This is an optimization exercise on Yosys and OpenROAD, whose aim is small area, a short achievable clock period and few clock cycles per item, not a production implementation.
RTL that was checked went through simulation tests only; none was proved equivalent to the original.
No activity file was given, so power comes from the tool's default toggle rates.

the previous run:
Design complex_multiplier, start of the top module:
module complex_multiplier #(
    parameter INT_WIDTH = 8,
    parameter FRAC_WIDTH = 8
) (
    input wire clk,
    input wire rst,
    input wire signed [INT_WIDTH+FRAC_WIDTH-1:0] a_real,
    input wire signed [INT_WIDTH+FRAC_WIDTH-1:0] a_imag,
    input wire signed [INT_WIDTH+FRAC_WIDTH-1:0] b_real,
    input wire signed [INT_WIDTH+FRAC_WIDTH-1:0] b_imag,
    output wire signed [INT_WIDTH+FRAC_WIDTH-1:0] out_real,
    output wire signed [INT_WIDTH+FRAC_WIDTH-1:0] out_imag,
    input wire start,
    output reg done
);
export LEC_CHECK = 0
export CAP_MARGIN = 20
export CORE_MARGIN = 2
export CORE_UTILIZATION = 40
export SETUP_SLACK_MARGIN = 4.8
export SLEW_MARGIN = 20
export SYNTH_HIERARCHICAL = 1
export SYNTH_MINIMUM_KEEP_SIZE = 0
create_clock -name core_clock -period 10.0 [get_ports {clk}]
standard.sh (not shown) runs the stock make flow with config.mk's settings and CLKGATE_MAP_FILE= SYNTH_SCRIPT=/design/flow/synth_recipe.tcl, a recipe that flattens the netlist after the stock synthesis.
==> flow/flow/run.sh <==
#!/bin/bash
# The standard layout (the standard.sh, standard synthesis unchanged), with two
# placement/resizer settings changed: the input and output ports get a plain buffer
# (buf_4) instead of the resizer's default pick, and the resizer may swap a cell for one
# of another footprint when it repairs timing.
set -euo pipefail
bash standard.sh BUFFER_PORTS_ARGS="-buffer_cell sky130_fd_sc_hd__buf_4" MATCH_CELL_FOOTPRINT=0 finish > layout.log 2>&1
Inputs modified between the previous run and the current run:
# the previous run
export LEC_CHECK = 0
export CAP_MARGIN = 20
export CORE_MARGIN = 2
export CORE_UTILIZATION = 40
export SETUP_SLACK_MARGIN = 4.8
export SLEW_MARGIN = 20
export SYNTH_HIERARCHICAL = 1
export SYNTH_MINIMUM_KEEP_SIZE = 0
create_clock -name core_clock -period 10.0 [get_ports {clk}]
# the current run
export LEC_CHECK = 0
export CAP_MARGIN = 20
export CORE_MARGIN = 2
export CORE_UTILIZATION = 40
export SETUP_SLACK_MARGIN = 5.0
export SLEW_MARGIN = 20
export SYNTH_HIERARCHICAL = 1
export SYNTH_MINIMUM_KEEP_SIZE = 0
create_clock -name core_clock -period 10.0 [get_ports {clk}]
==> notes.md <==
The current run: full flow OK, the timing, DRC and antenna checks passed
Diff the current run..the previous run | part of the power in registers | negligible
Relative to the previous run, post-CTS setup buffer count has increased by about 80% in the current run.
Cmp the current run and the previous run / final worst setup slack / higher: the current run
When the final numbers for the current run and the previous run were put side by side, the met3 usage turned out to be greater in the current run.
Higher share of power burned in combinational logic was reported by the current run, not the previous run.
When the current run is set beside the previous run, its area added between synthesis and finish turns out to be 8.0 points larger.
The current run ended with more count of non-CTS buffers in the layout than the previous run.
The current run -> the previous run: largest net degree at the start of global routing delta 0, exact match
For number of instances in the placed design, the current run and the previous run come out practically identical.
No functional check of the RTL was part of any run of this note.

== lagoon ==
complex_multiplier, a different RTL version from the one above (not shown whole).
For scale: roughly 1,800 cells after synthesis, about 100 I/O pins.
export LEC_CHECK = 0
export CAP_MARGIN = 20
export CORE_MARGIN = 2
export CORE_UTILIZATION = 40
export CTS_BUF_LIST = sky130_fd_sc_hd__clkbuf_4 sky130_fd_sc_hd__clkbuf_8
export CTS_CLUSTER_SIZE = 30
export SETUP_SLACK_MARGIN = 4.8
export SLEW_MARGIN = 20
export SYNTH_HIERARCHICAL = 1
export SYNTH_MINIMUM_KEEP_SIZE = 0
create_clock -name core_clock -period 10.0 [get_ports {clk}]
Scripts as last shown in full above: flow/flow/run.sh
Testbench counts of lagoon, summed over its fixed seeds: cycles 4,000, items 4,000.
Relative to lagoon, the following input files were edited for violet:
diff --git a/flow/flow/run.sh b/flow/flow/run.sh
--- a/flow/flow/run.sh
+++ b/flow/flow/run.sh
@@ -7 +7 @@
-bash standard.sh BUFFER_PORTS_ARGS="-buffer_cell sky130_fd_sc_hd__buf_4" MATCH_CELL_FOOTPRINT=0 finish > layout.log 2>&1
+bash standard.sh BUFFER_PORTS_ARGS="-buffer_cell sky130_fd_sc_hd__buf_4" MATCH_CELL_FOOTPRINT=0 RECOVER_POWER=100 finish > layout.log 2>&1
==> comparison <==
| violet | all stages done | FAIL | capacitance limit, slew limit |
In summary, lagoon completed successfully, with a layout that passed the timing, DRC and antenna checks.
Reported for lagoon and violet, area share of and/or/nand/nor cells after synthesis turned out identical to the last digit.
Between lagoon and violet, the difference in total wire length after detailed routing is negligible.
As far as number of cells produced by synthesis goes, lagoon and violet are indistinguishable; the numbers are identical.
### violet -> garnet
==> flow/flow/run.sh <==
#!/bin/bash
# The standard layout (the standard.sh, standard synthesis unchanged), with two
# placement/resizer settings changed: the input and output ports get a plain buffer
# (buf_2) instead of the resizer's default pick, and the resizer may swap a cell for one
# of another footprint when it repairs timing.
set -euo pipefail
bash standard.sh BUFFER_PORTS_ARGS="-buffer_cell sky130_fd_sc_hd__buf_2" MATCH_CELL_FOOTPRINT=0 finish > layout.log 2>&1
Findings:
garnet completed every stage of the flow, and the final layout passed the timing, DRC and antenna checks.
Re layout overhead on the synthesized area: violet was lower than garnet.
Clock transition at the registers of the reported paths: garnet vs violet, no meaningful difference
Sort violet and garnet by proportion of layout cells with a drive suffix above 1 desc -> top: garnet
Wire length of the first global-routing pass deteriorates in garnet relative to violet.
Utilization after layout: higher on garnet
violet has higher hold slack than garnet.
NOTE maximum clock frequency violet->garnet increased by more than a quarter
Relative to garnet, the following input files were edited for zinc:
Settings: CTS_CLUSTER_SIZE changed from 30 to 50; CTS_BUF_LIST changed from sky130_fd_sc_hd__clkbuf_4 sky130_fd_sc_hd__clkbuf_8 to sky130_fd_sc_hd__clkbuf_8; CTS_CLUSTER_DIAMETER newly set to 100.
==> flow/flow/run.sh <==
#!/bin/bash
# The standard layout (the standard.sh, standard synthesis unchanged), with two
# placement/resizer settings changed: the input and output ports get a plain buffer
# (buf_4) instead of the resizer's default pick, and the resizer may swap a cell for one
# of another footprint when it repairs timing.
set -euo pipefail
bash standard.sh BUFFER_PORTS_ARGS="-buffer_cell sky130_fd_sc_hd__buf_4" MATCH_CELL_FOOTPRINT=0 finish > layout.log 2>&1
==> comparison <==
Changes observed in zinc relative to garnet: area added between synthesis and finish moved down; count of placed standard cells in the final layout, fillers left out moved down; residual DRC count level; logic depth of the worst path, buffers included level.
[inputs] maple vs zinc
Settings: CTS_CLUSTER_SIZE: 50 -> 30; CTS_CLUSTER_DIAMETER: 100 -> unset; PLACE_DENSITY: unset -> 0.7; CTS_BUF_LIST: sky130_fd_sc_hd__clkbuf_8 -> sky130_fd_sc_hd__clkbuf_4 sky130_fd_sc_hd__clkbuf_8; GPL_ROUTABILITY_DRIVEN: unset -> 0.
Notes after the runs:
- When maple is measured against zinc, its worst IR drop on VDD turns out 0.00011 V lower.
- Minimum period implied by the final worst setup slack in maple is 0.024 ns above zinc.
- After detailed routing, zinc needs less wire than maple.
- Internal power component: maple better than zinc
- Diff zinc..maple | final instance area | negligible
### maple -> harbor
Settings: clearing GPL_ROUTABILITY_DRIVEN, which used to be 0; swapping 4.8 for 4.85 in SETUP_SLACK_MARGIN; clearing PLACE_DENSITY, which used to be 0.7.
[summary]
harbor ended with more detailed placer's ending HPWL than maple.
harbor against maple; via count of the first global-routing pass is down slightly.
On sequential share of cell area, harbor and maple are basically level.
[harbor vs maple] final area: higher in harbor
Comparing harbor and maple, the higher detail-routed net length per standard cell is on harbor.
When harbor is measured against maple, its fmax turns out 3.6 MHz higher.
Going from maple to harbor, pre-CTS worst setup slack fell 0.041 ns, clock-pin transition on the worst setup and hold timing paths about even.

## run 1
complex_multiplier again, from the RTL that the note above started with.
==> flow/config.mk <==
export PLATFORM = sky130hd
export DESIGN_NAME = complex_multiplier
export DESIGN_NICKNAME = complex_multiplier
export VERILOG_FILES = /design/flow/design.v
export SDC_FILE = /design/flow/constraint.sdc
export NUM_CORES = 4
export LEC_CHECK = 0
export CAP_MARGIN = 20
export CORE_MARGIN = 2
export CORE_UTILIZATION = 40
export CTS_BUF_LIST = sky130_fd_sc_hd__clkbuf_4 sky130_fd_sc_hd__clkbuf_8
export CTS_CLUSTER_SIZE = 30
export SETUP_SLACK_MARGIN = 4.7
export SLEW_MARGIN = 20
export SYNTH_HIERARCHICAL = 1
export SYNTH_MINIMUM_KEEP_SIZE = 0
==> flow/constraint.sdc <==
create_clock -name core_clock -period 10.0 [get_ports {clk}]
set_input_delay 2.0000 -clock core_clock [delete_from_list [all_inputs] [get_ports {clk}]]
set_output_delay 2.0000 -clock core_clock [all_outputs]
set_load 0.01 [all_outputs]
==> flow/flow/run.sh <==
#!/bin/bash
# The standard layout (the standard.sh, standard synthesis unchanged), with two
# placement/resizer settings changed: the input and output ports get a plain buffer
# (buf_4) instead of the resizer's default pick, and the resizer may swap a cell for one
# of another footprint when it repairs timing.
set -euo pipefail
bash standard.sh BUFFER_PORTS_ARGS="-buffer_cell sky130_fd_sc_hd__buf_4" MATCH_CELL_FOOTPRINT=0 finish > layout.log 2>&1
Testbench counts of run 1, summed over its fixed seeds: cycles 4,000, items 4,000.
The inputs of run 2 differ from those of run 1 as listed below.
- a change of SETUP_SLACK_MARGIN from 4.7 to 4.9
[summary]
In run 2 relative to run 1, met2 wirelength from detailed routing had gone up by a few percent. First-pass detailed-route iteration total: run 2 > run 1. When run 2 is measured against run 1, its internal power turns out 0.21 mW higher. Side by side, maximum clock frequency turned out higher in run 2 than in run 1. | maximum fanout count along the critical path | run 2 vs run 1 | 21 lower |. Any difference in number of instances in the placed design between run 2 and run 1 is small enough to ignore. Lower final hold slack among run 2 and run 1: run 2.

[afterwards: timing with drivers on the ports]
Ports are ideal in the flow. The routed layouts listed here were re-timed in OpenROAD. Step 1 (the two cells are an assumption about what drives the block):
set clk [get_ports {clk}]
set_driving_cell -lib_cell sky130_fd_sc_hd__clkbuf_16 $clk
set_driving_cell -lib_cell sky130_fd_sc_hd__buf_2 [delete_from_list [all_inputs] $clk]
Step 2 also shifts input and output timing later by t, the mid clock arrival at the registers, as if the neighbouring blocks saw the same clock. Three values: no drivers, after step 1, after step 2; two values: the first two.
run	t, ns	setup slack, ns	worst setup path at the end	slew at the worst register clock pin (ns)	worst data-port slew with drivers (ns)
the previous run	0.433	4.833 / 4.781 / 4.348	input to register	0.07 / 0.07	0.21
the current run	0.438	4.963 / 4.673 / 4.235	input to register	0.07 / 0.07	0.44
lagoon	0.478	4.829 / 4.772 / 4.294	input to register	0.09 / 0.09	0.23
violet	0.477	2.824 / 2.801 / 2.323	input to register	0.09 / 0.09	0.22
garnet	0.481	4.734 / 4.763 / 4.282	input to register	0.09 / 0.09	0.12
zinc	0.478	4.829 / 4.772 / 4.294	input to register	0.09 / 0.09	0.23
maple	0.469	4.805 / 4.787 / 4.318	input to register	0.10 / 0.10	0.10
harbor	0.485	4.899 / 4.823 / 4.338	input to register	0.09 / 0.09	0.20
run 1	0.481	4.748 / 4.744 / 4.263	input to register	0.09 / 0.09	0.08
run 2	0.493	4.887 / 4.761 / 4.267	input to register	0.10 / 0.10	0.24
The setup slack of the current run, which loses most, moves by -0.290 ns with the drivers and by -0.728 ns with both steps.
